From an optimization exercise on the open Yosys and OpenROAD flow, aimed at small area and a short achievable clock period; shortcuts taken in it are not production practice.
In this exercise RTL edits were held to simulation tests only and were not proved equivalent to the original.

[flow/config.mk]
export PLATFORM = sky130hd
export DESIGN_NAME = hsv2rgb_pipe
export DESIGN_NICKNAME = hsv2rgb_pipe
export VERILOG_FILES = /design/flow/design.v
export SDC_FILE = /design/flow/constraint.sdc
export NUM_CORES = 4
export LEC_CHECK = 0
export CAP_MARGIN = 20
export CORE_MARGIN = 2
export CORE_UTILIZATION = 40
export SLEW_MARGIN = 20
export SYNTH_HIERARCHICAL = 1
export SYNTH_MINIMUM_KEEP_SIZE = 0
[flow/constraint.sdc]
create_clock -name core_clock -period 15.0 [get_ports {clk}]
set_input_delay 3.0000 -clock core_clock [delete_from_list [all_inputs] [get_ports {clk}]]
set_output_delay 3.0000 -clock core_clock [all_outputs]
set_load 0.01 [all_outputs]
[flow/design.v]
module hsv_fa (input a, input b, input c, output s, output co);
    assign s = a ^ b ^ c;
    assign co = (a & b) | (c & (a ^ b));
endmodule
module hsv_ha (input a, input b, output s, output co);
    assign s = a ^ b;
    assign co = a & b;
endmodule
module hsv_han (input a, input b, output s, output co);
    assign s = ~(a ^ b);
    assign co = a | b;
endmodule
module hsv2rgb_pipe (
        input clk,
        input rst_n,
        input in_valid,
        input [7:0] h,
        input [7:0] s,
        input [7:0] v,
        output reg out_valid,
        output reg [7:0] r,
        output reg [7:0] g,
        output reg [7:0] b
    );
    reg vld0, vld1, vld2;
    reg [7:0] h0, s0, v0;
    wire [2:0] region = (h0 >= 8'd215) ? 3'd5 : (h0 >= 8'd172) ? 3'd4 :
                        (h0 >= 8'd129) ? 3'd3 : (h0 >= 8'd86) ? 3'd2 :
                        (h0 >= 8'd43) ? 3'd1 : 3'd0;
    wire [6:0] h3 = h0[6:0] + {h0[5:0], 1'b0};
    wire [6:0] k3 = h3 - {4'd0, region};
    wire even = ~region[0];
    wire [7:0] x_c = {k3 ^ {7{even}}, even};
    wire [2:0] sel_c = (s0 == 8'd0) ? 3'd7 : region;
    reg [2:0] sel1;
    reg [7:0] x1, s1, v1;
    wire [7:0] u_c, p_c;
    wire mu_pp01 = s1[0] & x1[1];
    wire mu_pp02 = s1[0] & x1[2];
    wire mu_pp03 = s1[0] & x1[3];
    wire mu_pp04 = s1[0] & x1[4];
    wire mu_pp05 = s1[0] & x1[5];
    wire mu_pp06 = s1[0] & x1[6];
    wire mu_pp07 = s1[0] & x1[7];
    wire mu_pp10 = s1[1] & x1[0];
    wire mu_pp11 = s1[1] & x1[1];
    wire mu_pp12 = s1[1] & x1[2];
    wire mu_pp13 = s1[1] & x1[3];
    wire mu_pp14 = s1[1] & x1[4];
    wire mu_pp15 = s1[1] & x1[5];
    wire mu_pp16 = s1[1] & x1[6];
    wire mu_pp17 = s1[1] & x1[7];
    wire mu_pp20 = s1[2] & x1[0];
    wire mu_pp21 = s1[2] & x1[1];
    wire mu_pp22 = s1[2] & x1[2];
    wire mu_pp23 = s1[2] & x1[3];
    wire mu_pp24 = s1[2] & x1[4];
    wire mu_pp25 = s1[2] & x1[5];
    wire mu_pp26 = s1[2] & x1[6];
    wire mu_pp27 = s1[2] & x1[7];
    wire mu_pp30 = s1[3] & x1[0];
    wire mu_pp31 = s1[3] & x1[1];
    wire mu_pp32 = s1[3] & x1[2];
    wire mu_pp33 = s1[3] & x1[3];
    wire mu_pp34 = s1[3] & x1[4];
    wire mu_pp35 = s1[3] & x1[5];
    wire mu_pp36 = s1[3] & x1[6];
    wire mu_pp37 = s1[3] & x1[7];
    wire mu_pp40 = s1[4] & x1[0];
    wire mu_pp41 = s1[4] & x1[1];
    wire mu_pp42 = s1[4] & x1[2];
    wire mu_pp43 = s1[4] & x1[3];
    wire mu_pp44 = s1[4] & x1[4];
    wire mu_pp45 = s1[4] & x1[5];
    wire mu_pp46 = s1[4] & x1[6];
    wire mu_pp47 = s1[4] & x1[7];
    wire mu_pp50 = s1[5] & x1[0];
    wire mu_pp51 = s1[5] & x1[1];
    wire mu_pp52 = s1[5] & x1[2];
    wire mu_pp53 = s1[5] & x1[3];
    wire mu_pp54 = s1[5] & x1[4];
    wire mu_pp55 = s1[5] & x1[5];
    wire mu_pp56 = s1[5] & x1[6];
    wire mu_pp57 = s1[5] & x1[7];
    wire mu_pp60 = s1[6] & x1[0];
    wire mu_pp61 = s1[6] & x1[1];
    wire mu_pp62 = s1[6] & x1[2];
    wire mu_pp63 = s1[6] & x1[3];
    wire mu_pp64 = s1[6] & x1[4];
    wire mu_pp65 = s1[6] & x1[5];
    wire mu_pp66 = s1[6] & x1[6];
    wire mu_pp67 = s1[6] & x1[7];
    wire mu_pp70 = s1[7] & x1[0];
    wire mu_pp71 = s1[7] & x1[1];
    wire mu_pp72 = s1[7] & x1[2];
    wire mu_pp73 = s1[7] & x1[3];
    wire mu_pp74 = s1[7] & x1[4];
    wire mu_pp75 = s1[7] & x1[5];
    wire mu_pp76 = s1[7] & x1[6];
    wire mu_pp77 = s1[7] & x1[7];
    wire mu_t1, mu_t2;
    hsv_ha mu_t1_ha (.a(mu_pp06), .b(mu_pp15), .s(mu_t1), .co(mu_t2));
    wire mu_t3, mu_t4;
    hsv_fa mu_t3_fa (.a(mu_pp07), .b(mu_pp16), .c(mu_pp25), .s(mu_t3), .co(mu_t4));
    wire mu_t5, mu_t6;
    hsv_ha mu_t5_ha (.a(mu_pp34), .b(mu_pp43), .s(mu_t5), .co(mu_t6));
    wire mu_t7, mu_t8;
    hsv_fa mu_t7_fa (.a(mu_pp17), .b(mu_pp26), .c(mu_pp35), .s(mu_t7), .co(mu_t8));
    wire mu_t9, mu_t10;
    hsv_ha mu_t9_ha (.a(mu_pp44), .b(mu_pp53), .s(mu_t9), .co(mu_t10));
    wire mu_t11, mu_t12;
    hsv_fa mu_t11_fa (.a(mu_pp27), .b(mu_pp36), .c(mu_pp45), .s(mu_t11), .co(mu_t12));
    wire mu_t13, mu_t14;
    hsv_ha mu_t13_ha (.a(mu_pp04), .b(mu_pp13), .s(mu_t13), .co(mu_t14));
    wire mu_t15, mu_t16;
    hsv_fa mu_t15_fa (.a(mu_pp05), .b(mu_pp14), .c(mu_pp23), .s(mu_t15), .co(mu_t16));
    wire mu_t17, mu_t18;
    hsv_ha mu_t17_ha (.a(mu_pp32), .b(mu_pp41), .s(mu_t17), .co(mu_t18));
    wire mu_t19, mu_t20;
    hsv_fa mu_t19_fa (.a(mu_t1), .b(mu_pp24), .c(mu_pp33), .s(mu_t19), .co(mu_t20));
    wire mu_t21, mu_t22;
    hsv_fa mu_t21_fa (.a(mu_pp42), .b(mu_pp51), .c(mu_pp60), .s(mu_t21), .co(mu_t22));
    wire mu_t23, mu_t24;
    hsv_fa mu_t23_fa (.a(mu_t2), .b(mu_t3), .c(mu_t5), .s(mu_t23), .co(mu_t24));
    wire mu_t25, mu_t26;
    hsv_fa mu_t25_fa (.a(mu_pp52), .b(mu_pp61), .c(mu_pp70), .s(mu_t25), .co(mu_t26));
    wire mu_t27, mu_t28;
    hsv_fa mu_t27_fa (.a(mu_t4), .b(mu_t6), .c(mu_t7), .s(mu_t27), .co(mu_t28));
    wire mu_t29, mu_t30;
    hsv_fa mu_t29_fa (.a(mu_t9), .b(mu_pp62), .c(mu_pp71), .s(mu_t29), .co(mu_t30));
    wire mu_t31, mu_t32;
    hsv_fa mu_t31_fa (.a(mu_t8), .b(mu_t10), .c(mu_t11), .s(mu_t31), .co(mu_t32));
    wire mu_t33, mu_t34;
    hsv_fa mu_t33_fa (.a(mu_pp54), .b(mu_pp63), .c(mu_pp72), .s(mu_t33), .co(mu_t34));
    wire mu_t35, mu_t36;
    hsv_fa mu_t35_fa (.a(mu_t12), .b(mu_pp37), .c(mu_pp46), .s(mu_t35), .co(mu_t36));
    wire mu_t37, mu_t38;
    hsv_fa mu_t37_fa (.a(mu_pp55), .b(mu_pp64), .c(mu_pp73), .s(mu_t37), .co(mu_t38));
    wire mu_t39, mu_t40;
    hsv_fa mu_t39_fa (.a(mu_pp47), .b(mu_pp56), .c(mu_pp65), .s(mu_t39), .co(mu_t40));
    wire mu_t41, mu_t42;
    hsv_ha mu_t41_ha (.a(mu_pp03), .b(mu_pp12), .s(mu_t41), .co(mu_t42));
    wire mu_t43, mu_t44;
    hsv_fa mu_t43_fa (.a(mu_t13), .b(mu_pp22), .c(mu_pp31), .s(mu_t43), .co(mu_t44));
    wire mu_t45, mu_t46;
    hsv_fa mu_t45_fa (.a(mu_t14), .b(mu_t15), .c(mu_t17), .s(mu_t45), .co(mu_t46));
    wire mu_t47, mu_t48;
    hsv_fa mu_t47_fa (.a(mu_t16), .b(mu_t18), .c(mu_t19), .s(mu_t47), .co(mu_t48));
    wire mu_t49, mu_t50;
    hsv_fa mu_t49_fa (.a(mu_t20), .b(mu_t22), .c(mu_t23), .s(mu_t49), .co(mu_t50));
    wire mu_t51, mu_t52;
    hsv_fa mu_t51_fa (.a(mu_t24), .b(mu_t26), .c(mu_t27), .s(mu_t51), .co(mu_t52));
    wire mu_t53, mu_t54;
    hsv_fa mu_t53_fa (.a(mu_t28), .b(mu_t30), .c(mu_t31), .s(mu_t53), .co(mu_t54));
    wire mu_t55, mu_t56;
    hsv_fa mu_t55_fa (.a(mu_t32), .b(mu_t34), .c(mu_t35), .s(mu_t55), .co(mu_t56));
    wire mu_t57, mu_t58;
    hsv_fa mu_t57_fa (.a(mu_t36), .b(mu_t38), .c(mu_t39), .s(mu_t57), .co(mu_t58));
    wire mu_t59, mu_t60;
    hsv_fa mu_t59_fa (.a(mu_t40), .b(mu_pp57), .c(mu_pp66), .s(mu_t59), .co(mu_t60));
    wire mu_t61, mu_t62;
    hsv_ha mu_t61_ha (.a(mu_pp02), .b(mu_pp11), .s(mu_t61), .co(mu_t62));
    wire mu_t63, mu_t64;
    hsv_fa mu_t63_fa (.a(mu_t41), .b(mu_pp21), .c(mu_pp30), .s(mu_t63), .co(mu_t64));
    wire mu_t65, mu_t66;
    hsv_fa mu_t65_fa (.a(mu_t42), .b(mu_t43), .c(mu_pp40), .s(mu_t65), .co(mu_t66));
    wire mu_t67, mu_t68;
    hsv_fa mu_t67_fa (.a(mu_t44), .b(mu_t45), .c(mu_pp50), .s(mu_t67), .co(mu_t68));
    wire mu_t69, mu_t70;
    hsv_fa mu_t69_fa (.a(mu_t46), .b(mu_t47), .c(mu_t21), .s(mu_t69), .co(mu_t70));
    wire mu_t71, mu_t72;
    hsv_fa mu_t71_fa (.a(mu_t48), .b(mu_t49), .c(mu_t25), .s(mu_t71), .co(mu_t72));
    wire mu_t73, mu_t74;
    hsv_fa mu_t73_fa (.a(mu_t50), .b(mu_t51), .c(mu_t29), .s(mu_t73), .co(mu_t74));
    wire mu_t75, mu_t76;
    hsv_fa mu_t75_fa (.a(mu_t52), .b(mu_t53), .c(mu_t33), .s(mu_t75), .co(mu_t76));
    wire mu_t77, mu_t78;
    hsv_fa mu_t77_fa (.a(mu_t54), .b(mu_t55), .c(mu_t37), .s(mu_t77), .co(mu_t78));
    wire mu_t79, mu_t80;
    hsv_fa mu_t79_fa (.a(mu_t56), .b(mu_t57), .c(mu_pp74), .s(mu_t79), .co(mu_t80));
    wire mu_t81, mu_t82;
    hsv_fa mu_t81_fa (.a(mu_t58), .b(mu_t59), .c(mu_pp75), .s(mu_t81), .co(mu_t82));
    wire mu_t83, mu_t84;
    hsv_fa mu_t83_fa (.a(mu_t60), .b(mu_pp67), .c(mu_pp76), .s(mu_t83), .co(mu_t84));
    wire [15:0] mu_ra = {1'b0, mu_t84, mu_t82, mu_t80, mu_t78, mu_t76, mu_t74, mu_t72, mu_t70, mu_t68, mu_t66, mu_t64, mu_t62, mu_t61, mu_pp01, 1'b0};
    wire [15:0] mu_rb = {1'b0, mu_pp77, mu_t83, mu_t81, mu_t79, mu_t77, mu_t75, mu_t73, mu_t71, mu_t69, mu_t67, mu_t65, mu_t63, mu_pp20, mu_pp10, 1'b0};
    wire [15:0] mu_sum = mu_ra + mu_rb;
    assign u_c = mu_sum[15:8];
    wire mp_pp01 = v1[0] & ~s1[1];
    wire mp_pp02 = v1[0] & ~s1[2];
    wire mp_pp03 = v1[0] & ~s1[3];
    wire mp_pp04 = v1[0] & ~s1[4];
    wire mp_pp05 = v1[0] & ~s1[5];
    wire mp_pp06 = v1[0] & ~s1[6];
    wire mp_pp07 = v1[0] & ~s1[7];
    wire mp_pp10 = v1[1] & ~s1[0];
    wire mp_pp11 = v1[1] & ~s1[1];
    wire mp_pp12 = v1[1] & ~s1[2];
    wire mp_pp13 = v1[1] & ~s1[3];
    wire mp_pp14 = v1[1] & ~s1[4];
    wire mp_pp15 = v1[1] & ~s1[5];
    wire mp_pp16 = v1[1] & ~s1[6];
    wire mp_pp17 = v1[1] & ~s1[7];
    wire mp_pp20 = v1[2] & ~s1[0];
    wire mp_pp21 = v1[2] & ~s1[1];
    wire mp_pp22 = v1[2] & ~s1[2];
    wire mp_pp23 = v1[2] & ~s1[3];
    wire mp_pp24 = v1[2] & ~s1[4];
    wire mp_pp25 = v1[2] & ~s1[5];
    wire mp_pp26 = v1[2] & ~s1[6];
    wire mp_pp27 = v1[2] & ~s1[7];
    wire mp_pp30 = v1[3] & ~s1[0];
    wire mp_pp31 = v1[3] & ~s1[1];
    wire mp_pp32 = v1[3] & ~s1[2];
    wire mp_pp33 = v1[3] & ~s1[3];
    wire mp_pp34 = v1[3] & ~s1[4];
    wire mp_pp35 = v1[3] & ~s1[5];
    wire mp_pp36 = v1[3] & ~s1[6];
    wire mp_pp37 = v1[3] & ~s1[7];
    wire mp_pp40 = v1[4] & ~s1[0];
    wire mp_pp41 = v1[4] & ~s1[1];
    wire mp_pp42 = v1[4] & ~s1[2];
    wire mp_pp43 = v1[4] & ~s1[3];
    wire mp_pp44 = v1[4] & ~s1[4];
    wire mp_pp45 = v1[4] & ~s1[5];
    wire mp_pp46 = v1[4] & ~s1[6];
    wire mp_pp47 = v1[4] & ~s1[7];
    wire mp_pp50 = v1[5] & ~s1[0];
    wire mp_pp51 = v1[5] & ~s1[1];
    wire mp_pp52 = v1[5] & ~s1[2];
    wire mp_pp53 = v1[5] & ~s1[3];
    wire mp_pp54 = v1[5] & ~s1[4];
    wire mp_pp55 = v1[5] & ~s1[5];
    wire mp_pp56 = v1[5] & ~s1[6];
    wire mp_pp57 = v1[5] & ~s1[7];
    wire mp_pp60 = v1[6] & ~s1[0];
    wire mp_pp61 = v1[6] & ~s1[1];
    wire mp_pp62 = v1[6] & ~s1[2];
    wire mp_pp63 = v1[6] & ~s1[3];
    wire mp_pp64 = v1[6] & ~s1[4];
    wire mp_pp65 = v1[6] & ~s1[5];
    wire mp_pp66 = v1[6] & ~s1[6];
    wire mp_pp67 = v1[6] & ~s1[7];
    wire mp_pp70 = v1[7] & ~s1[0];
    wire mp_pp71 = v1[7] & ~s1[1];
    wire mp_pp72 = v1[7] & ~s1[2];
    wire mp_pp73 = v1[7] & ~s1[3];
    wire mp_pp74 = v1[7] & ~s1[4];
    wire mp_pp75 = v1[7] & ~s1[5];
    wire mp_pp76 = v1[7] & ~s1[6];
    wire mp_pp77 = v1[7] & ~s1[7];
    wire mp_t1, mp_t2;
    hsv_ha mp_t1_ha (.a(mp_pp06), .b(mp_pp15), .s(mp_t1), .co(mp_t2));
    wire mp_t3, mp_t4;
    hsv_fa mp_t3_fa (.a(mp_pp07), .b(mp_pp16), .c(mp_pp25), .s(mp_t3), .co(mp_t4));
    wire mp_t5, mp_t6;
    hsv_ha mp_t5_ha (.a(mp_pp34), .b(mp_pp43), .s(mp_t5), .co(mp_t6));
    wire mp_t7, mp_t8;
    hsv_fa mp_t7_fa (.a(mp_pp17), .b(mp_pp26), .c(mp_pp35), .s(mp_t7), .co(mp_t8));
    wire mp_t9, mp_t10;
    hsv_ha mp_t9_ha (.a(mp_pp44), .b(mp_pp53), .s(mp_t9), .co(mp_t10));
    wire mp_t11, mp_t12;
    hsv_fa mp_t11_fa (.a(mp_pp27), .b(mp_pp36), .c(mp_pp45), .s(mp_t11), .co(mp_t12));
    wire mp_t13, mp_t14;
    hsv_ha mp_t13_ha (.a(mp_pp04), .b(mp_pp13), .s(mp_t13), .co(mp_t14));
    wire mp_t15, mp_t16;
    hsv_fa mp_t15_fa (.a(mp_pp05), .b(mp_pp14), .c(mp_pp23), .s(mp_t15), .co(mp_t16));
    wire mp_t17, mp_t18;
    hsv_ha mp_t17_ha (.a(mp_pp32), .b(mp_pp41), .s(mp_t17), .co(mp_t18));
    wire mp_t19, mp_t20;
    hsv_fa mp_t19_fa (.a(mp_t1), .b(mp_pp24), .c(mp_pp33), .s(mp_t19), .co(mp_t20));
    wire mp_t21, mp_t22;
    hsv_fa mp_t21_fa (.a(mp_pp42), .b(mp_pp51), .c(mp_pp60), .s(mp_t21), .co(mp_t22));
    wire mp_t23, mp_t24;
    hsv_fa mp_t23_fa (.a(mp_t2), .b(mp_t3), .c(mp_t5), .s(mp_t23), .co(mp_t24));
    wire mp_t25, mp_t26;
    hsv_fa mp_t25_fa (.a(mp_pp52), .b(mp_pp61), .c(mp_pp70), .s(mp_t25), .co(mp_t26));
    wire mp_t27, mp_t28;
    hsv_fa mp_t27_fa (.a(mp_t4), .b(mp_t6), .c(mp_t7), .s(mp_t27), .co(mp_t28));
    wire mp_t29, mp_t30;
    hsv_fa mp_t29_fa (.a(mp_t9), .b(mp_pp62), .c(mp_pp71), .s(mp_t29), .co(mp_t30));
    wire mp_t31, mp_t32;
    hsv_fa mp_t31_fa (.a(mp_t8), .b(mp_t10), .c(mp_t11), .s(mp_t31), .co(mp_t32));
    wire mp_t33, mp_t34;
    hsv_fa mp_t33_fa (.a(mp_pp54), .b(mp_pp63), .c(mp_pp72), .s(mp_t33), .co(mp_t34));
    wire mp_t35, mp_t36;
    hsv_fa mp_t35_fa (.a(mp_t12), .b(mp_pp37), .c(mp_pp46), .s(mp_t35), .co(mp_t36));
    wire mp_t37, mp_t38;
    hsv_fa mp_t37_fa (.a(mp_pp55), .b(mp_pp64), .c(mp_pp73), .s(mp_t37), .co(mp_t38));
    wire mp_t39, mp_t40;
    hsv_fa mp_t39_fa (.a(mp_pp47), .b(mp_pp56), .c(mp_pp65), .s(mp_t39), .co(mp_t40));
    wire mp_t41, mp_t42;
    hsv_ha mp_t41_ha (.a(mp_pp03), .b(mp_pp12), .s(mp_t41), .co(mp_t42));
    wire mp_t43, mp_t44;
    hsv_fa mp_t43_fa (.a(mp_t13), .b(mp_pp22), .c(mp_pp31), .s(mp_t43), .co(mp_t44));
    wire mp_t45, mp_t46;
    hsv_fa mp_t45_fa (.a(mp_t14), .b(mp_t15), .c(mp_t17), .s(mp_t45), .co(mp_t46));
    wire mp_t47, mp_t48;
    hsv_fa mp_t47_fa (.a(mp_t16), .b(mp_t18), .c(mp_t19), .s(mp_t47), .co(mp_t48));
    wire mp_t49, mp_t50;
    hsv_fa mp_t49_fa (.a(mp_t20), .b(mp_t22), .c(mp_t23), .s(mp_t49), .co(mp_t50));
    wire mp_t51, mp_t52;
    hsv_fa mp_t51_fa (.a(mp_t24), .b(mp_t26), .c(mp_t27), .s(mp_t51), .co(mp_t52));
    wire mp_t53, mp_t54;
    hsv_fa mp_t53_fa (.a(mp_t28), .b(mp_t30), .c(mp_t31), .s(mp_t53), .co(mp_t54));
    wire mp_t55, mp_t56;
    hsv_fa mp_t55_fa (.a(mp_t32), .b(mp_t34), .c(mp_t35), .s(mp_t55), .co(mp_t56));
    wire mp_t57, mp_t58;
    hsv_fa mp_t57_fa (.a(mp_t36), .b(mp_t38), .c(mp_t39), .s(mp_t57), .co(mp_t58));
    wire mp_t59, mp_t60;
    hsv_fa mp_t59_fa (.a(mp_t40), .b(mp_pp57), .c(mp_pp66), .s(mp_t59), .co(mp_t60));
    wire mp_t61, mp_t62;
    hsv_ha mp_t61_ha (.a(mp_pp02), .b(mp_pp11), .s(mp_t61), .co(mp_t62));
    wire mp_t63, mp_t64;
    hsv_fa mp_t63_fa (.a(mp_t41), .b(mp_pp21), .c(mp_pp30), .s(mp_t63), .co(mp_t64));
    wire mp_t65, mp_t66;
    hsv_fa mp_t65_fa (.a(mp_t42), .b(mp_t43), .c(mp_pp40), .s(mp_t65), .co(mp_t66));
    wire mp_t67, mp_t68;
    hsv_fa mp_t67_fa (.a(mp_t44), .b(mp_t45), .c(mp_pp50), .s(mp_t67), .co(mp_t68));
    wire mp_t69, mp_t70;
    hsv_fa mp_t69_fa (.a(mp_t46), .b(mp_t47), .c(mp_t21), .s(mp_t69), .co(mp_t70));
    wire mp_t71, mp_t72;
    hsv_fa mp_t71_fa (.a(mp_t48), .b(mp_t49), .c(mp_t25), .s(mp_t71), .co(mp_t72));
    wire mp_t73, mp_t74;
    hsv_fa mp_t73_fa (.a(mp_t50), .b(mp_t51), .c(mp_t29), .s(mp_t73), .co(mp_t74));
    wire mp_t75, mp_t76;
    hsv_fa mp_t75_fa (.a(mp_t52), .b(mp_t53), .c(mp_t33), .s(mp_t75), .co(mp_t76));
    wire mp_t77, mp_t78;
    hsv_fa mp_t77_fa (.a(mp_t54), .b(mp_t55), .c(mp_t37), .s(mp_t77), .co(mp_t78));
    wire mp_t79, mp_t80;
    hsv_fa mp_t79_fa (.a(mp_t56), .b(mp_t57), .c(mp_pp74), .s(mp_t79), .co(mp_t80));
    wire mp_t81, mp_t82;
    hsv_fa mp_t81_fa (.a(mp_t58), .b(mp_t59), .c(mp_pp75), .s(mp_t81), .co(mp_t82));
    wire mp_t83, mp_t84;
    hsv_fa mp_t83_fa (.a(mp_t60), .b(mp_pp67), .c(mp_pp76), .s(mp_t83), .co(mp_t84));
    wire [15:0] mp_ra = {1'b0, mp_t84, mp_t82, mp_t80, mp_t78, mp_t76, mp_t74, mp_t72, mp_t70, mp_t68, mp_t66, mp_t64, mp_t62, mp_t61, mp_pp01, 1'b0};
    wire [15:0] mp_rb = {1'b0, mp_pp77, mp_t83, mp_t81, mp_t79, mp_t77, mp_t75, mp_t73, mp_t71, mp_t69, mp_t67, mp_t65, mp_t63, mp_pp20, mp_pp10, 1'b0};
    wire [15:0] mp_sum = mp_ra + mp_rb;
    assign p_c = mp_sum[15:8];
    reg [2:0] sel2;
    reg [7:0] nu2, p2, v2;
    wire [7:0] w_c;
    wire mw_pp01 = v2[0] & nu2[1];
    wire mw_pp02 = v2[0] & nu2[2];
    wire mw_pp03 = v2[0] & nu2[3];
    wire mw_pp04 = v2[0] & nu2[4];
    wire mw_pp05 = v2[0] & nu2[5];
    wire mw_pp06 = v2[0] & nu2[6];
    wire mw_pp07 = v2[0] & nu2[7];
    wire mw_pp10 = v2[1] & nu2[0];
    wire mw_pp11 = v2[1] & nu2[1];
    wire mw_pp12 = v2[1] & nu2[2];
    wire mw_pp13 = v2[1] & nu2[3];
    wire mw_pp14 = v2[1] & nu2[4];
    wire mw_pp15 = v2[1] & nu2[5];
    wire mw_pp16 = v2[1] & nu2[6];
    wire mw_pp17 = v2[1] & nu2[7];
    wire mw_pp20 = v2[2] & nu2[0];
    wire mw_pp21 = v2[2] & nu2[1];
    wire mw_pp22 = v2[2] & nu2[2];
    wire mw_pp23 = v2[2] & nu2[3];
    wire mw_pp24 = v2[2] & nu2[4];
    wire mw_pp25 = v2[2] & nu2[5];
    wire mw_pp26 = v2[2] & nu2[6];
    wire mw_pp27 = v2[2] & nu2[7];
    wire mw_pp30 = v2[3] & nu2[0];
    wire mw_pp31 = v2[3] & nu2[1];
    wire mw_pp32 = v2[3] & nu2[2];
    wire mw_pp33 = v2[3] & nu2[3];
    wire mw_pp34 = v2[3] & nu2[4];
    wire mw_pp35 = v2[3] & nu2[5];
    wire mw_pp36 = v2[3] & nu2[6];
    wire mw_pp37 = v2[3] & nu2[7];
    wire mw_pp40 = v2[4] & nu2[0];
    wire mw_pp41 = v2[4] & nu2[1];
    wire mw_pp42 = v2[4] & nu2[2];
    wire mw_pp43 = v2[4] & nu2[3];
    wire mw_pp44 = v2[4] & nu2[4];
    wire mw_pp45 = v2[4] & nu2[5];
    wire mw_pp46 = v2[4] & nu2[6];
    wire mw_pp47 = v2[4] & nu2[7];
    wire mw_pp50 = v2[5] & nu2[0];
    wire mw_pp51 = v2[5] & nu2[1];
    wire mw_pp52 = v2[5] & nu2[2];
    wire mw_pp53 = v2[5] & nu2[3];
    wire mw_pp54 = v2[5] & nu2[4];
    wire mw_pp55 = v2[5] & nu2[5];
    wire mw_pp56 = v2[5] & nu2[6];
    wire mw_pp57 = v2[5] & nu2[7];
    wire mw_pp60 = v2[6] & nu2[0];
    wire mw_pp61 = v2[6] & nu2[1];
    wire mw_pp62 = v2[6] & nu2[2];
    wire mw_pp63 = v2[6] & nu2[3];
    wire mw_pp64 = v2[6] & nu2[4];
    wire mw_pp65 = v2[6] & nu2[5];
    wire mw_pp66 = v2[6] & nu2[6];
    wire mw_pp67 = v2[6] & nu2[7];
    wire mw_pp70 = v2[7] & nu2[0];
    wire mw_pp71 = v2[7] & nu2[1];
    wire mw_pp72 = v2[7] & nu2[2];
    wire mw_pp73 = v2[7] & nu2[3];
    wire mw_pp74 = v2[7] & nu2[4];
    wire mw_pp75 = v2[7] & nu2[5];
    wire mw_pp76 = v2[7] & nu2[6];
    wire mw_pp77 = v2[7] & nu2[7];
    wire mw_t1, mw_t2;
    hsv_ha mw_t1_ha (.a(mw_pp06), .b(mw_pp15), .s(mw_t1), .co(mw_t2));
    wire mw_t3, mw_t4;
    hsv_fa mw_t3_fa (.a(mw_pp07), .b(mw_pp16), .c(mw_pp25), .s(mw_t3), .co(mw_t4));
    wire mw_t5, mw_t6;
    hsv_ha mw_t5_ha (.a(mw_pp34), .b(mw_pp43), .s(mw_t5), .co(mw_t6));
    wire mw_t7, mw_t8;
    hsv_fa mw_t7_fa (.a(mw_pp17), .b(mw_pp26), .c(mw_pp35), .s(mw_t7), .co(mw_t8));
    wire mw_t9, mw_t10;
    hsv_ha mw_t9_ha (.a(mw_pp44), .b(mw_pp53), .s(mw_t9), .co(mw_t10));
    wire mw_t11, mw_t12;
    hsv_fa mw_t11_fa (.a(mw_pp27), .b(mw_pp36), .c(mw_pp45), .s(mw_t11), .co(mw_t12));
    wire mw_t13, mw_t14;
    hsv_ha mw_t13_ha (.a(mw_pp04), .b(mw_pp13), .s(mw_t13), .co(mw_t14));
    wire mw_t15, mw_t16;
    hsv_fa mw_t15_fa (.a(mw_pp05), .b(mw_pp14), .c(mw_pp23), .s(mw_t15), .co(mw_t16));
    wire mw_t17, mw_t18;
    hsv_ha mw_t17_ha (.a(mw_pp32), .b(mw_pp41), .s(mw_t17), .co(mw_t18));
    wire mw_t19, mw_t20;
    hsv_fa mw_t19_fa (.a(mw_t1), .b(mw_pp24), .c(mw_pp33), .s(mw_t19), .co(mw_t20));
    wire mw_t21, mw_t22;
    hsv_fa mw_t21_fa (.a(mw_pp42), .b(mw_pp51), .c(mw_pp60), .s(mw_t21), .co(mw_t22));
    wire mw_t23, mw_t24;
    hsv_fa mw_t23_fa (.a(mw_t2), .b(mw_t3), .c(mw_t5), .s(mw_t23), .co(mw_t24));
    wire mw_t25, mw_t26;
    hsv_fa mw_t25_fa (.a(mw_pp52), .b(mw_pp61), .c(mw_pp70), .s(mw_t25), .co(mw_t26));
    wire mw_t27, mw_t28;
    hsv_fa mw_t27_fa (.a(mw_t4), .b(mw_t6), .c(mw_t7), .s(mw_t27), .co(mw_t28));
    wire mw_t29, mw_t30;
    hsv_fa mw_t29_fa (.a(mw_t9), .b(mw_pp62), .c(mw_pp71), .s(mw_t29), .co(mw_t30));
    wire mw_t31, mw_t32;
    hsv_fa mw_t31_fa (.a(mw_t8), .b(mw_t10), .c(mw_t11), .s(mw_t31), .co(mw_t32));
    wire mw_t33, mw_t34;
    hsv_fa mw_t33_fa (.a(mw_pp54), .b(mw_pp63), .c(mw_pp72), .s(mw_t33), .co(mw_t34));
    wire mw_t35, mw_t36;
    hsv_fa mw_t35_fa (.a(mw_t12), .b(mw_pp37), .c(mw_pp46), .s(mw_t35), .co(mw_t36));
    wire mw_t37, mw_t38;
    hsv_fa mw_t37_fa (.a(mw_pp55), .b(mw_pp64), .c(mw_pp73), .s(mw_t37), .co(mw_t38));
    wire mw_t39, mw_t40;
    hsv_fa mw_t39_fa (.a(mw_pp47), .b(mw_pp56), .c(mw_pp65), .s(mw_t39), .co(mw_t40));
    wire mw_t41, mw_t42;
    hsv_ha mw_t41_ha (.a(mw_pp03), .b(mw_pp12), .s(mw_t41), .co(mw_t42));
    wire mw_t43, mw_t44;
    hsv_fa mw_t43_fa (.a(mw_t13), .b(mw_pp22), .c(mw_pp31), .s(mw_t43), .co(mw_t44));
    wire mw_t45, mw_t46;
    hsv_fa mw_t45_fa (.a(mw_t14), .b(mw_t15), .c(mw_t17), .s(mw_t45), .co(mw_t46));
    wire mw_t47, mw_t48;
    hsv_fa mw_t47_fa (.a(mw_t16), .b(mw_t18), .c(mw_t19), .s(mw_t47), .co(mw_t48));
    wire mw_t49, mw_t50;
    hsv_fa mw_t49_fa (.a(mw_t20), .b(mw_t22), .c(mw_t23), .s(mw_t49), .co(mw_t50));
    wire mw_t51, mw_t52;
    hsv_fa mw_t51_fa (.a(mw_t24), .b(mw_t26), .c(mw_t27), .s(mw_t51), .co(mw_t52));
    wire mw_t53, mw_t54;
    hsv_fa mw_t53_fa (.a(mw_t28), .b(mw_t30), .c(mw_t31), .s(mw_t53), .co(mw_t54));
    wire mw_t55, mw_t56;
    hsv_fa mw_t55_fa (.a(mw_t32), .b(mw_t34), .c(mw_t35), .s(mw_t55), .co(mw_t56));
    wire mw_t57, mw_t58;
    hsv_fa mw_t57_fa (.a(mw_t36), .b(mw_t38), .c(mw_t39), .s(mw_t57), .co(mw_t58));
    wire mw_t59, mw_t60;
    hsv_fa mw_t59_fa (.a(mw_t40), .b(mw_pp57), .c(mw_pp66), .s(mw_t59), .co(mw_t60));
    wire mw_t61, mw_t62;
    hsv_ha mw_t61_ha (.a(mw_pp02), .b(mw_pp11), .s(mw_t61), .co(mw_t62));
    wire mw_t63, mw_t64;
    hsv_fa mw_t63_fa (.a(mw_t41), .b(mw_pp21), .c(mw_pp30), .s(mw_t63), .co(mw_t64));
    wire mw_t65, mw_t66;
    hsv_fa mw_t65_fa (.a(mw_t42), .b(mw_t43), .c(mw_pp40), .s(mw_t65), .co(mw_t66));
    wire mw_t67, mw_t68;
    hsv_fa mw_t67_fa (.a(mw_t44), .b(mw_t45), .c(mw_pp50), .s(mw_t67), .co(mw_t68));
    wire mw_t69, mw_t70;
    hsv_fa mw_t69_fa (.a(mw_t46), .b(mw_t47), .c(mw_t21), .s(mw_t69), .co(mw_t70));
    wire mw_t71, mw_t72;
    hsv_fa mw_t71_fa (.a(mw_t48), .b(mw_t49), .c(mw_t25), .s(mw_t71), .co(mw_t72));
    wire mw_t73, mw_t74;
    hsv_fa mw_t73_fa (.a(mw_t50), .b(mw_t51), .c(mw_t29), .s(mw_t73), .co(mw_t74));
    wire mw_t75, mw_t76;
    hsv_fa mw_t75_fa (.a(mw_t52), .b(mw_t53), .c(mw_t33), .s(mw_t75), .co(mw_t76));
    wire mw_t77, mw_t78;
    hsv_fa mw_t77_fa (.a(mw_t54), .b(mw_t55), .c(mw_t37), .s(mw_t77), .co(mw_t78));
    wire mw_t79, mw_t80;
    hsv_fa mw_t79_fa (.a(mw_t56), .b(mw_t57), .c(mw_pp74), .s(mw_t79), .co(mw_t80));
    wire mw_t81, mw_t82;
    hsv_fa mw_t81_fa (.a(mw_t58), .b(mw_t59), .c(mw_pp75), .s(mw_t81), .co(mw_t82));
    wire mw_t83, mw_t84;
    hsv_fa mw_t83_fa (.a(mw_t60), .b(mw_pp67), .c(mw_pp76), .s(mw_t83), .co(mw_t84));
    wire [15:0] mw_ra = {1'b0, mw_t84, mw_t82, mw_t80, mw_t78, mw_t76, mw_t74, mw_t72, mw_t70, mw_t68, mw_t66, mw_t64, mw_t62, mw_t61, mw_pp01, 1'b0};
    wire [15:0] mw_rb = {1'b0, mw_pp77, mw_t83, mw_t81, mw_t79, mw_t77, mw_t75, mw_t73, mw_t71, mw_t69, mw_t67, mw_t65, mw_t63, mw_pp20, mw_pp10, 1'b0};
    wire [15:0] mw_sum = mw_ra + mw_rb;
    assign w_c = mw_sum[15:8];
    reg [2:0] wsel;
    reg [2:0] vsel;
    always @* begin
        case (sel2)
            3'd0: begin wsel = 3'b010; vsel = 3'b100; end
            3'd1: begin wsel = 3'b100; vsel = 3'b010; end
            3'd2: begin wsel = 3'b001; vsel = 3'b010; end
            3'd3: begin wsel = 3'b010; vsel = 3'b001; end
            3'd4: begin wsel = 3'b100; vsel = 3'b001; end
            3'd5: begin wsel = 3'b001; vsel = 3'b100; end
            default: begin wsel = 3'b000; vsel = 3'b111; end
        endcase
    end
    wire [7:0] r_n = vsel[2] ? v2 : p2;
    wire [7:0] g_n = vsel[1] ? v2 : p2;
    wire [7:0] b_n = vsel[0] ? v2 : p2;
    always @(posedge clk or negedge rst_n) begin
        if (!rst_n) begin
            vld0 <= 1'b0;
            vld1 <= 1'b0;
            vld2 <= 1'b0;
            out_valid <= 1'b0;
        end else begin
            vld0 <= in_valid;
            vld1 <= vld0;
            vld2 <= vld1;
            out_valid <= vld2;
        end
    end
    always @(posedge clk) begin
        h0 <= h;
        s0 <= s;
        v0 <= v;
        sel1 <= sel_c;
        x1 <= x_c;
        s1 <= s0;
        v1 <= v0;
        sel2 <= sel1;
        nu2 <= ~u_c;
        p2 <= p_c;
        v2 <= v1;
        r <= wsel[2] ? w_c : r_n;
        g <= wsel[1] ? w_c : g_n;
        b <= wsel[0] ? w_c : b_n;
    end
endmodule
[flow/flow/run.sh]
#!/bin/bash
# The standard layout, with plain buffers on the ports instead of the
# delay buffers buffer_ports picks by default.
set -euo pipefail
export BUFFER_PORTS_ARGS="-buffer_cell sky130_fd_sc_hd__buf_2"
bash standard.sh > standard.log 2>&1
[flow/standard.sh]
#!/bin/bash
# synth_recipe.tcl (not shown) runs the flow's synth.tcl, then flattens the netlist and writes it again
# the make line also repeats each setting of config.mk as NAME=value (left out here)
make -C /OpenROAD-flow-scripts/flow DESIGN_CONFIG=/design/flow/config.mk WORK_HOME=/design/flow/orfs CLKGATE_MAP_FILE= SYNTH_SCRIPT=/design/flow/synth_recipe.tcl "${@:-finish}"
==> results of run 1 <==
==> path summary, 6_finish.rpt <==
check	startpoint	to	cells past startpoint
worst max register to register	v2[1]	g[4]	12
worst min-delay path	v0[3]	v1[3]	0
min in group asynchronous	rst_n	out_valid	1
max in group asynchronous	rst_n	vld1	1
worst min register to register	v0[3]	v1[3]	0
worst max-delay path	v2[1]	g[4]	12
==> synth_stat cells, types with 6 or more instances <==
cell / n
sky130_fd_sc_hd__nand4_1: 7
sky130_fd_sc_hd__a21oi_1: 41
sky130_fd_sc_hd__inv_1: 24
sky130_fd_sc_hd__xor2_1: 15
sky130_fd_sc_hd__a21o_1: 10
sky130_fd_sc_hd__and2_1: 121
sky130_fd_sc_hd__a211oi_1: 16
sky130_fd_sc_hd__mux2i_1: 7
sky130_fd_sc_hd__nand2_1: 27
sky130_fd_sc_hd__xnor2_1: 18
sky130_fd_sc_hd__o21ai_0: 18
sky130_fd_sc_hd__fa_1: 108
sky130_fd_sc_hd__nor2_1: 14
sky130_fd_sc_hd__nor2b_1: 78
sky130_fd_sc_hd__nand2b_1: 6
sky130_fd_sc_hd__clkbuf_1: 17
sky130_fd_sc_hd__mux2_2: 6
sky130_fd_sc_hd__dfxtp_1: 102
sky130_fd_sc_hd__ha_1: 78
sky130_fd_sc_hd__nand3_1: 6
==> per-module statistics from Yosys, one instance, submodules excluded <==
| module | flops+latches | cells |
|---|---|---|
| hsv2rgb_pipe | 106 | 652 |
| hsv_fa | 0 | 1 |
| hsv_ha | 0 | 1 |
==> state kept, by name, summed over array words and instances, names as in the netlist, 3 cells and up <==
signal	count
nu2	8
sel2	3
r	8
v0	8
v2	8
v1	8
b	8
s0	8
g	8
h0	8
p2	8
sel1	3
s1	8
x1	8
==> layer usage <==
metal  wire (um)  share of wire [%]  track usage [%]
met2        7820                 47             27.5
met5           0                  0                0
met1        7870                 48             21.9
met3         521                3.2             2.25
met4         272                1.6             4.43
==> final cells by class <==
class	instances	area (um2)
clock buffers	11	264
clock inverters	5	40.0
flip-flops and latches	106	2140
multi-input cells	626	5980
well taps	270	338
inverters	24	90.1
repair buffers	52	263
fillers	1976	11200
==> through the flow <==
| step | hold slack (ps) | setup slack, ps | instances | instance area (um2) |
|---|---|---|---|---|
| after CTS | 331 | 10650 | 1094 | 9110 |
| after global routing | 334 | 10390 | 1094 | 9120 |
| after detailed placement | 314 | 10670 | 1078 | 8810 |
| after global placement | 311 | 10700 | 1078 | 8810 |
| final | 328 | 10640 | 1094 | 9120 |
| after floorplan | 310 | 11020 | 778 | 8300 |
==> cell families (layout without fill, tap and decap cells) <==
logic type,Yosys count,in the layout
AND/OR/NAND/NOR,270,270
adder cells (fa/ha/maj),186,186
AO/OA/AOI/OAI,122,122
flip-flops,106,106
buffers and inverters,46,92
XOR/XNOR,34,34
multiplexers,14,14
==> impl_summary.log, run 1 <==
[metrics] final weighted congestion in routability-driven placement: a little over 0.8
[metrics] transition time at the pin with the least slew margin: 1060 ps
[metrics] Async S/R FF share, synth: under 10%
[metrics] fraction of synthesized cell area in xor and xnor cells: 3.68%
[metrics] cell seen most often among critical-path stages: sky130_fd_sc_hd__fa_1
[metrics] post-synthesis share of cell area spent on and, or, nand and nor gates: around a fifth
[metrics] largest family of logic cells by synthesized area: adder cells
[metrics] number of buffers on the longest clock path: 2
[metrics] total number of nets in the final design: 1032
[metrics] post-synthesis compound-gate area fraction: between 9 and 10%
[metrics] number of synthesized flops with an enable pin: 0
[metrics] minimum period implied by the final worst setup slack: ~4400 ps
[metrics] Mapped Area: approximately 0.0083 mm2
[metrics] Post-DP HPWL: about 13000 um
[metrics] Pre-Repair DR Iteration Count: 4
[metrics] data arrival time of the critical path: around 4600 ps
[metrics] clock latency reported for the late side of the worst-skew pair: 350 ps
[metrics] Row Count: 52
[metrics] drc violations: 0
[metrics] critical path endpoint category: flip-flop
[metrics] overall fraction of global-route tracks in use: 16.2%
[metrics] multiplexer share of the synthesized area: under 10%
[metrics] critical path launch point type: flip-flop
[metrics] via count of the first global-routing pass: ~5.8k
[metrics] Critical Path RT: between 15000 and 20000 ps
[metrics] Crit Path Max Fanout: 10
[metrics] CTS resizes: 0
[metrics] Highest Clock Rate: between 0.2 and 0.25 GHz
[metrics] status: finished clean
[metrics] Distinct cells, synth: 53
[metrics] average cell area after synthesis: between 10 and 15 um2
[metrics] CTS Hold Bufs: 0
[metrics] relative max-transition margin: 28.8%
[metrics] Post-CTS Setup Inserts: 0
[metrics] number of H-tree levels: 3
[metrics] Net Count, Synth: slightly below 1k
[metrics] Via Count: between 5k and 6k
[metrics] share of the clock period used by the worst path: roughly 29%
[metrics] cell taking the most area after synthesis: sky130_fd_sc_hd__fa_1
[metrics] average wire per cell in the routed design: around 15 um
[metrics] proportion of synthesized chip area in sequential cells: 25.8%
[metrics] most common cell after layout, fill and taps aside: sky130_fd_sc_hd__and2_1
[metrics] kind of critical path: reg -> reg
[metrics] type of the worst min-delay path: reg -> reg
[metrics] number of clock sinks: about 110
[metrics] Die Wd: ~150 um
[metrics] critical-path cell with the highest stage delay: sky130_fd_sc_hd__dfxtp_1
[metrics] number of standard cells after synthesis: around 780
[metrics] Reg2Reg Setup Slack: between 10000 and 15000 ps
[metrics] remaining global-route overflow: 0
[metrics] largest net degree at the start of global routing: 19
[metrics] Boundary Pins: 52
[metrics] clock root cell: sky130_fd_sc_hd__clkbuf_16
[metrics] number of endpoints with negative hold slack in the final report: 0
[metrics] top cells by area, synth: sky130_fd_sc_hd__fa_1 (26%), sky130_fd_sc_hd__dfxtp_1 (25%), sky130_fd_sc_hd__ha_1 (12%), sky130_fd_sc_hd__and2_1 (9.1%), sky130_fd_sc_hd__nor2b_1 (5.9%)
[metrics] final setup violation count: 0
[metrics] crit-path max cell delay: approximately 560 ps
[metrics] crit-path leading delay family: adder cells
[metrics] top flip-flop cell by instance count after synthesis: sky130_fd_sc_hd__dfxtp_1
[metrics] final WL: approximately 16000 um
[metrics] clock buffers created by TritonCTS: 9
[metrics] synth-to-layout area growth: 9.88%
[metrics] vias per std cell: 4.97
[metrics] TNS Setup: 0 ps
[metrics] number of antenna violations at the first check in global routing: 0
[metrics] cell-by-cell listing of the critical path: and2_1, fa_1, fa_1, fa_1, fa_1, ha_1, o2111ai_1, nor2_1, o2bb2ai_1, mux2i_1, xor2_1, a21oi_1
[metrics] unrepaired setup endpoints after global routing: false
[metrics] max-cap check violation count: 0
[metrics] post-synthesis sequential element count: 106
[metrics] most frequent cells in the layout: sky130_fd_sc_hd__and2_1 (121), sky130_fd_sc_hd__fa_1 (108), sky130_fd_sc_hd__dfxtp_1 (102)
[metrics] overall die area: ~0.022 mm2
[metrics] adder-cell share of the synthesized area: approximately 38%
[metrics] TritonCTS clock tree: built
[metrics] worst clock skew: roughly 10 ps
[metrics] Reg clk slew, reported paths: around 80 ps
[metrics] top cell type's share of synthesized area: 26.1%
[metrics] chip height: about 150 um
[metrics] buffers plus inverters on the worst setup path: 0
[metrics] first-pass GRT wire length: roughly 29000 um
[metrics] number of port buffers: between 50 and 60
[metrics] Slew Limit Fails: 0
[metrics] count of inserted antenna diode cells: 0
[metrics] number of nets still failing antenna checks after routing: 0
[metrics] number of violations reported at the end of detailed-routing iteration 0: roughly 220
[metrics] share of cells above drive strength 1: between 10% and 20%
[metrics] end-of-flow core utilization: approximately 45%
[metrics] initial core utilization: about two fifths
[metrics] Warnings, synthesis: 7
[metrics] area of the core: ~0.020 mm2
==> run 2, diff against run 1 <==
==> flow/flow/run.sh (replaced) <==
#!/bin/bash
# The standard layout (standard.sh), with plain buffers on the ports
# instead of the delay buffers buffer_ports picks by default, and timing
# repair aiming for 11 ns of setup slack at the design's clock period.
set -euo pipefail
export BUFFER_PORTS_ARGS="-buffer_cell sky130_fd_sc_hd__buf_2"
bash standard.sh SETUP_SLACK_MARGIN=11 finish > standard.log 2>&1
==> run 2 against run 1 <==
Against the previous run: global-route usage grew 0.29 points; setup slack gained 370 ps; core utilization grew 2.8 points; flip-flop and latch count is the same; die area is the same; critical endpoint is now b[4]; critical path type unchanged.
==> impl_summary.log, run 2 <==
[metrics] status: finished clean (unchanged)
[metrics] unrepaired setup endpoints after global routing: true (was false)
[metrics] area of the core: 0.0203 mm2 (unchanged)
[metrics] clock latency reported for the late side of the worst-skew pair: 350 ps (about the same)
[metrics] crit-path max cell delay: 550 ps (was 560 ps)
[metrics] via count of the first global-routing pass: 5881 (was 5799)
[metrics] number of violations reported at the end of detailed-routing iteration 0: 203 (was 217)
[metrics] Placed Instances: 1078 (unchanged)
[metrics] cell-by-cell listing of the critical path: and2_4, fa_1, fa_1, fa_1, fa_1, ha_4, o2111ai_4, nor2_2, o2bb2ai_2, mux2i_1, xor2_1, buf_4, mux2i_1 (was and2_1, fa_1, fa_1, fa_1, fa_1, ha_1, o2111ai_1, nor2_1, o2bb2ai_1, mux2i_1, xor2_1, a21oi_1)
[metrics] final setup violation count: 0 (unchanged)
[metrics] initial core utilization: 40.9% (unchanged)
[metrics] Reg2Reg Setup Slack: 11010 ps (was 10640 ps)
[metrics] Mapped Area: 0.00830 mm2 (unchanged)
[metrics] kind of critical path: reg -> reg (unchanged)
[metrics] drc violations: 0 (unchanged)
[metrics] cell seen most often among critical-path stages: sky130_fd_sc_hd__fa_1 (unchanged)
[metrics] Crit Path Max Fanout: 8 (was 10)
[metrics] final WL: 17100 um (was 16500 um)
[metrics] number of clock sinks: 106 (unchanged)
[metrics] Pre-Repair DR Iteration Count: 4 (unchanged)
[metrics] Distinct cells, synth: 53 (unchanged)
[metrics] chip height: 148 um (unchanged)
[metrics] number of standard cells after synthesis: 778 (unchanged)
[metrics] post-synthesis sequential element count: 106 (unchanged)
[metrics] Async S/R FF share, synth: 3.77% (unchanged)
[metrics] Net Count, Synth: 991 (unchanged)
[metrics] ranking of synthesized cells by instance count: sky130_fd_sc_hd__and2_1 (121), sky130_fd_sc_hd__fa_1 (108), sky130_fd_sc_hd__dfxtp_1 (102) (unchanged)
[metrics] transition time at the pin with the least slew margin: 1080 ps (was 1060 ps)
[metrics] number of endpoints with negative hold slack in the final report: 0 (unchanged)
[metrics] final design instance area without fill: 0.00970 mm2 (was 0.00912 mm2)
[metrics] synth-to-layout area growth: 16.8% (was 9.88%)
[metrics] Reg clk slew, reported paths: 70 ps (was 80 ps)
[metrics] overall fraction of global-route tracks in use: 16.5% (was 16.2%)
[metrics] remaining global-route overflow: 0 (unchanged)
[metrics] critical path endpoint category: flip-flop (unchanged)
[metrics] number of nets still failing antenna checks after routing: 0 (unchanged)
[metrics] Post-DP HPWL: 13400 um (unchanged)
[metrics] fill cell instance count of the final layout: 1904 (was 1976)
[metrics] average wire per cell in the routed design: 15.3 um (was 15.1 um)
[metrics] most frequent cells in the layout: sky130_fd_sc_hd__and2_1 (119), sky130_fd_sc_hd__fa_1 (104), sky130_fd_sc_hd__dfxtp_1 (78) (was sky130_fd_sc_hd__and2_1 (121), sky130_fd_sc_hd__fa_1 (108), sky130_fd_sc_hd__dfxtp_1 (102))
[metrics] TNS Setup: 0 ps (unchanged)
[metrics] Boundary Pins: 52 (unchanged)
[metrics] number of buffers on the longest clock path: 2 (unchanged)
[metrics] critical-path cell with the highest stage delay: sky130_fd_sc_hd__fa_1 (was sky130_fd_sc_hd__dfxtp_1)
[metrics] Slew Limit Fails: 0 (unchanged)
[metrics] share of the clock period used by the worst path: 26.6% (was 29.0%)
[metrics] critical path launch point type: flip-flop (unchanged)
[metrics] TritonCTS clock tree: built (unchanged)
[metrics] overall die area: 0.0219 mm2 (unchanged)
[metrics] minimum period implied by the final worst setup slack: 3990 ps (was 4360 ps)
[metrics] final weighted congestion in routability-driven placement: 0.809 (unchanged)
[metrics] top flip-flop cell by instance count after synthesis: sky130_fd_sc_hd__dfxtp_1 (unchanged)
[metrics] count of cells along the worst register-to-register path: 13 (was 12)
[metrics] top cells by area, synth: sky130_fd_sc_hd__fa_1 (26%), sky130_fd_sc_hd__dfxtp_1 (25%), sky130_fd_sc_hd__ha_1 (12%), sky130_fd_sc_hd__and2_1 (9.1%), sky130_fd_sc_hd__nor2b_1 (5.9%) (unchanged)
[metrics] most numerous cell in the Yosys netlist: sky130_fd_sc_hd__and2_1 (unchanged)
[metrics] largest net degree at the start of global routing: 19 (unchanged)
[metrics] Warnings, synthesis: 7 (unchanged)
[metrics] post-detailed-placement cell area: 0.00881 mm2 (unchanged)
[metrics] number of H-tree levels: 3 (unchanged)
[metrics] clock root cell: sky130_fd_sc_hd__clkbuf_16 (unchanged)
[metrics] top cell type's share of synthesized area: 26.1% (unchanged)
[metrics] Critical Path RT: 15210 ps (was 15200 ps)
[metrics] worst clock skew: 10.2 ps (about the same)
[metrics] average cell area after synthesis: 10.7 um2 (unchanged)
[metrics] non-filler instance count after layout: 1117 (was 1094)
[metrics] Highest Clock Rate: 0.251 GHz (was 0.230 GHz)
[metrics] most common cell after layout, fill and taps aside: sky130_fd_sc_hd__and2_1 (unchanged)
[metrics] cell taking the most area after synthesis: sky130_fd_sc_hd__fa_1 (unchanged)
[metrics] max-cap check violation count: 0 (unchanged)
[metrics] first-pass GRT wire length: 29000 um (was 28600 um)
[metrics] share of cells above drive strength 1: 21.0% (was 10.3%)
[metrics] Row Count: 52 (unchanged)
[metrics] depth of the worst hold-timing path: 0 (unchanged)
[metrics] relative max-transition margin: 27.8% (was 28.8%)
[metrics] CTS Hold Bufs: 0 (unchanged)
[metrics] Die Wd: 148 um (unchanged)
[metrics] vias per std cell: 5.03 (was 4.97)
[metrics] clock buffers created by TritonCTS: 9 (unchanged)
[metrics] type of the worst min-delay path: reg -> reg (unchanged)
[metrics] proportion of synthesized chip area in sequential cells: 25.8% (unchanged)
[metrics] number of port buffers: 51 (unchanged)
[metrics] Via Count: 5614 (was 5442)
[metrics] count of inserted antenna diode cells: 0 (unchanged)
[metrics] number of antenna violations at the first check in global routing: 0 (unchanged)
[metrics] total number of nets in the final design: 1055 (was 1032)
[metrics] number of synthesized flops with an enable pin: 0 (unchanged)
[metrics] data arrival time of the critical path: 4200 ps (was 4550 ps)
run 2: cell types whose count changed in the layout (fill, tap and decap cells not counted), sizes merged:
cell,change
buf,+23
run 2: per-layer routing:
metal | global-route usage [%] | routed length [um] | vias to the layer above
met1 | 22.1 | 8080 | 2772
met4 | 4.57 | 308 | 0
met2 | 28.1 | 8320 | 81
met3 | 2.28 | 428 | 26
li1 | - | - | 2735
met5 | 0 | 0 | -
run 2: metrics by stage:
step	setup slack [ps]	hold WS (ps)	util, %
4_1_cts	10950	329	46.0
2_1_floorplan	11020	310	-
6_report	11010	326	47.8
3_3_place_gp	10700	311	43.4
3_5_place_dp	10670	314	43.4
5_1_grt	10820	329	47.8
run 2: path summary, 6_finish.rpt:
path                       startpoint        end
setup / recovery               nu2[6]       b[4]
hold / removal                  v0[1]      v1[1]
setup reg to reg               nu2[6]       b[4]
hold reg to reg                 v0[1]      v1[1]
max in group asynchronous       rst_n       vld1
min in group asynchronous       rst_n  out_valid
run 2: area by class of cell:
cell class | count | area [um2] | share of cell area (%)
clock inverters | 5 | 40.0 | 0.413
flip-flops and latches | 106 | 2220 | 22.9
multi-input cells | 626 | 6310 | 65.1
repair buffers | 75 | 435 | 4.49
well taps | 270 | 338 | 3.48
inverters | 24 | 90.1 | 0.929
clock buffers | 11 | 264 | 2.72
run 2: timing repair:
action / CTS / global route
setup endpoints to repair: 34 / 33
resized for setup: 52 / 49
pin swaps: 7 / 19
setup buffers: 3 / 20
run 2: per-module statistics from Yosys (local to each module, per instance):
module,times used,flops+latches
hsv2rgb_pipe,1,106
hsv_fa,105,0
hsv_ha,21,0
run 2: logic make-up after synthesis:
kind of cell,Yosys count,synth area share [%]
flip-flops,106,25.8
adder cells (fa/ha/maj),186,37.8
multiplexers,14,1.82
AO/OA/AOI/OAI,122,9.62
buffers and inverters,46,2.19
XOR/XNOR,34,3.68
AND/OR/NAND/NOR,270,19.1
run 2: critical path, delay by kind of cell, from the launching register on:
family | cells | cell delay, ps
AOI/OAI and AO/OA | 2 | 270
muxes | 2 | 290
buffers and inverters | 1 | 150
DFF | 1 | 370
xor gates and xnor gates | 1 | 160
adders and majority gates | 5 | 2320
and+or+nand+nor | 2 | 280
==> run 3, diff against run 2 <==
==> flow/flow/run.sh (replaced) <==
#!/bin/bash
# The standard layout (standard.sh), with plain buffers on the ports
# instead of the delay buffers buffer_ports picks by default.
set -euo pipefail
export BUFFER_PORTS_ARGS="-buffer_cell sky130_fd_sc_hd__buf_2"
bash standard.sh  finish > standard.log 2>&1
--- a/flow/config.mk
+++ b/flow/config.mk
@@ -9,4 +9,5 @@
 export CORE_MARGIN = 2
 export CORE_UTILIZATION = 40
+export CTS_BUF_LIST = sky130_fd_sc_hd__clkbuf_8
 export SLEW_MARGIN = 20
 export SYNTH_HIERARCHICAL = 1
==> run 3 against run 2 <==
Against the previous run: clock skew up 4.4 ps; maximum frequency down 8.6%; setup slack worse by 370 ps; design area down 7.0%; flip-flop and latch count unchanged; count of clock-buffer cells in the layout down 1; highest routed layer unchanged; die area unchanged; synthesized cell count unchanged; cell count down 2.1%.
==> impl_summary.log, run 3 <==
[metrics] number of buffers on the longest clock path: 2 (unchanged)
[metrics] clock buffers created by TritonCTS: 9 (unchanged)
[metrics] multi-input gate area in the final layout: 0.00598 mm2 (was 0.00631 mm2)
[metrics] Post-CTS Setup Inserts: 0 (was 3)
[metrics] number of violations reported at the end of detailed-routing iteration 0: 251 (was 203)
[metrics] minimum period implied by the final worst setup slack: 4360 ps (was 3990 ps)
[metrics] Boundary Pins: 52 (unchanged)
[metrics] Slew Limit Fails: 0 (unchanged)
[metrics] number of antenna violations at the first check in global routing: 0 (unchanged)
[metrics] critical path launch point type: flip-flop (unchanged)
[metrics] Reg2Reg Setup Slack: 10640 ps (was 11010 ps)
[metrics] initial core utilization: 40.9% (unchanged)
[metrics] top flip-flop cell by instance count after synthesis: sky130_fd_sc_hd__dfxtp_1 (unchanged)
[metrics] number of port buffers: 51 (unchanged)
[metrics] remaining global-route overflow: 0 (unchanged)
[metrics] post-synthesis sequential element count: 106 (unchanged)
[metrics] Highest Clock Rate: 0.229 GHz (was 0.251 GHz)
[metrics] number of endpoints with negative hold slack in the final report: 0 (unchanged)
[metrics] overall die area: 0.0219 mm2 (unchanged)
[metrics] number of nets still failing antenna checks after routing: 0 (unchanged)
[metrics] TNS Setup: 0 ps (unchanged)
[metrics] Via Count: 5474 (was 5614)
[metrics] most numerous cell in the Yosys netlist: sky130_fd_sc_hd__and2_1 (unchanged)
[metrics] count of inserted antenna diode cells: 0 (unchanged)
[metrics] CTS Hold Bufs: 0 (unchanged)
[metrics] worst setup path start: v2[1] (was nu2[6])
[metrics] worst clock skew: 14.5 ps (was 10.2 ps)
[metrics] reg2reg start: v2[1] (was nu2[6])
[metrics] drc violations: 0 (unchanged)
[metrics] Die Wd: 148 um (unchanged)
[metrics] via count of the first global-routing pass: 5808 (was 5881)
[metrics] post-detailed-placement cell area: 0.00881 mm2 (unchanged)
[metrics] area of the core: 0.0203 mm2 (unchanged)
[metrics] most common cell after layout, fill and taps aside: sky130_fd_sc_hd__and2_1 (unchanged)
[metrics] proportion of synthesized chip area in sequential cells: 25.8% (unchanged)
[metrics] fill cell instance count of the final layout: 1981 (was 1904)
[metrics] largest net degree at the start of global routing: 19 (unchanged)
[metrics] max-cap check violation count: 0 (unchanged)
[metrics] final design instance area without fill: 0.00902 mm2 (was 0.00970 mm2)
[metrics] Post-DP HPWL: 13400 um (unchanged)
[metrics] min-delay src: v0[2] (was v0[1])
[metrics] ranking of synthesized cells by instance count: sky130_fd_sc_hd__and2_1 (121), sky130_fd_sc_hd__fa_1 (108), sky130_fd_sc_hd__dfxtp_1 (102) (unchanged)
[metrics] Net Count, Synth: 991 (unchanged)
[metrics] clock root cell: sky130_fd_sc_hd__clkbuf_8 (was sky130_fd_sc_hd__clkbuf_16)
[metrics] number of standard cells after synthesis: 778 (unchanged)
[metrics] kind of critical path: reg -> reg (unchanged)
[metrics] critical path endpoint category: flip-flop (unchanged)
[metrics] worst-case setup margin in the final layout: 10640 ps (was 11010 ps)
[metrics] data arrival time of the critical path: 4600 ps (was 4200 ps)
[metrics] Mapped Area: 0.00830 mm2 (unchanged)
[metrics] Crit Path Max Fanout: 10 (was 8)
[metrics] TritonCTS clock tree: built (unchanged)
[metrics] transition time at the pin with the least slew margin: 1080 ps (about the same)
[metrics] placement-stage worst setup slack: 10670 ps (unchanged)
[metrics] chip height: 148 um (unchanged)
[metrics] most frequent cells in the layout: sky130_fd_sc_hd__and2_1 (121), sky130_fd_sc_hd__fa_1 (108), sky130_fd_sc_hd__dfxtp_1 (102) (was sky130_fd_sc_hd__and2_1 (119), sky130_fd_sc_hd__fa_1 (104), sky130_fd_sc_hd__dfxtp_1 (78))
[metrics] total number of nets in the final design: 1032 (was 1055)
[metrics] unrepaired setup endpoints after global routing: false (was true)
[metrics] share of the clock period used by the worst path: 29.1% (was 26.6%)
[metrics] Async S/R FF share, synth: 3.77% (unchanged)
[metrics] Pre-Repair DR Iteration Count: 4 (unchanged)
[metrics] final weighted congestion in routability-driven placement: 0.809 (unchanged)
[metrics] top cells by area, synth: sky130_fd_sc_hd__fa_1 (26%), sky130_fd_sc_hd__dfxtp_1 (25%), sky130_fd_sc_hd__ha_1 (12%), sky130_fd_sc_hd__and2_1 (9.1%), sky130_fd_sc_hd__nor2b_1 (5.9%) (unchanged)
[metrics] final WL: 16500 um (was 17100 um)
[metrics] number of clock sinks: 106 (unchanged)
[metrics] synth-to-layout area growth: 8.72% (was 16.8%)
[metrics] Critical Path RT: 15240 ps (was 15210 ps)
[metrics] cell taking the most area after synthesis: sky130_fd_sc_hd__fa_1 (unchanged)
[metrics] Row Count: 52 (unchanged)
[metrics] type of the worst min-delay path: reg -> reg (unchanged)
[metrics] Reg clk slew, reported paths: 110 ps (was 70 ps)
[metrics] top cell type's share of synthesized area: 26.1% (unchanged)
[metrics] average cell area after synthesis: 10.7 um2 (unchanged)
[metrics] average wire per cell in the routed design: 15.1 um (was 15.3 um)
[metrics] share of cells above drive strength 1: 10.3% (was 21.0%)
[metrics] vias per std cell: 5.00 (was 5.03)
[metrics] overall fraction of global-route tracks in use: 16.2% (was 16.5%)
[metrics] number of synthesized flops with an enable pin: 0 (unchanged)
[metrics] number of H-tree levels: 3 (unchanged)
[metrics] clock latency reported for the late side of the worst-skew pair: 390 ps (was 350 ps)
[metrics] Warnings, synthesis: 7 (unchanged)
[metrics] relative max-transition margin: 27.7% (was 27.8%)
[metrics] combined flip-flop and latch cell area: 0.00214 mm2 (was 0.00222 mm2)
[metrics] final setup violation count: 0 (unchanged)
[metrics] first-pass GRT wire length: 28500 um (was 29000 um)
[metrics] status: finished clean (unchanged)
[metrics] Distinct cells, synth: 53 (unchanged)
[metrics] CTS resizes: 0 (was 52)
-- run 3: cell counts after synthesis --
Identical to the previous run, type by type.
-- run 3: cell families after synthesis --
family | count (synthesis) | synth area share (%)
fa+ha+maj | 186 | 37.8
flops | 106 | 25.8
buf+inv | 46 | 2.19
simple gates | 270 | 19.1
mux | 14 | 1.82
xor+xnor | 34 | 3.68
compound gates | 122 | 9.62
-- run 3: path summary, 6_finish.rpt --
| path | to | depth (start not counted) |
|---|---|---|
| worst max-delay path | g[4] | 12 |
| worst min-delay path | v1[2] | 0 |
| worst max register to register | g[4] | 12 |
| worst min register to register | v1[2] | 0 |
| max in group asynchronous | vld1 | 1 |
| min in group asynchronous | out_valid | 1 |
-- run 3: critical path: stages, from the launching register on --
cell and delay [ps]:
sky130_fd_sc_hd__dfxtp_1 570, sky130_fd_sc_hd__and2_1 220, sky130_fd_sc_hd__fa_1 450, sky130_fd_sc_hd__fa_1 540, sky130_fd_sc_hd__fa_1 440, sky130_fd_sc_hd__fa_1 480, sky130_fd_sc_hd__ha_1 330, sky130_fd_sc_hd__o2111ai_1 220
sky130_fd_sc_hd__nor2_1 140, sky130_fd_sc_hd__o2bb2ai_1 150, sky130_fd_sc_hd__mux2i_1 240, sky130_fd_sc_hd__xor2_1 310, sky130_fd_sc_hd__a21oi_1 130
-- run 3: metrics by stage --
stage,utilization [%],hold WS (ps),cells
after floorplan,-,310,778
after global placement,43.4,311,1078
after detailed placement,43.4,314,1078
after CTS,44.4,338,1094
after global routing,44.4,342,1094
final,44.4,335,1094
-- run 3: routing by layer --
layer	vias to the layer above	global-route usage [%]	routed length [um]
met5	-	0	0
met4	0	4.48	276
met3	22	2.22	396
met2	76	27.5	7870
met1	2689	21.8	7980
li1	2687	-	-
-- run 3: area by class of cell --
class	count	area share, %
Tap cell	270	3.74
Sequential cell	106	23.7
Clock inverter	6	0.777
Clock buffer	10	1.53
Multi-Input combinational cell	626	66.3
Inverter	24	0.999
Timing Repair Buffer	52	2.91
-- run 3: modules after synthesis, one instance, submodules excluded --
module	times used	flip-flops and latches
hsv_fa	105	0
hsv_ha	21	0
hsv2rgb_pipe	1	106

[re-timing with driven ports]
The flow's constraints put no driver on any port. The routed layouts listed below were extracted and timed again, unchanged, in two steps. Step 1: set_driving_cell puts a clkbuf_16 on clk and a buf_2 on each other input, an assumption about the parent block. Step 2 moves the port delays by t, midway between the first and last clock arrival at a register: inputs arrive t later, outputs are due t later. That takes back most of the time a late clock gives input paths. Three values: ideal ports, drivers, drivers and shift; two values: the first two.
run	shift t [ns]	slack for setup (ns)	worst data-port slew with drivers (ns)	cell pins on the clock port's net
run 1	0.389	10.643 / 10.643 / 10.643	0.03	1
run 2	0.389	11.010 / 11.010 / 11.010	0.03	1
run 3	0.415	10.635 / 10.635 / 10.635	0.03	1
After both steps every run listed still meets setup and hold.
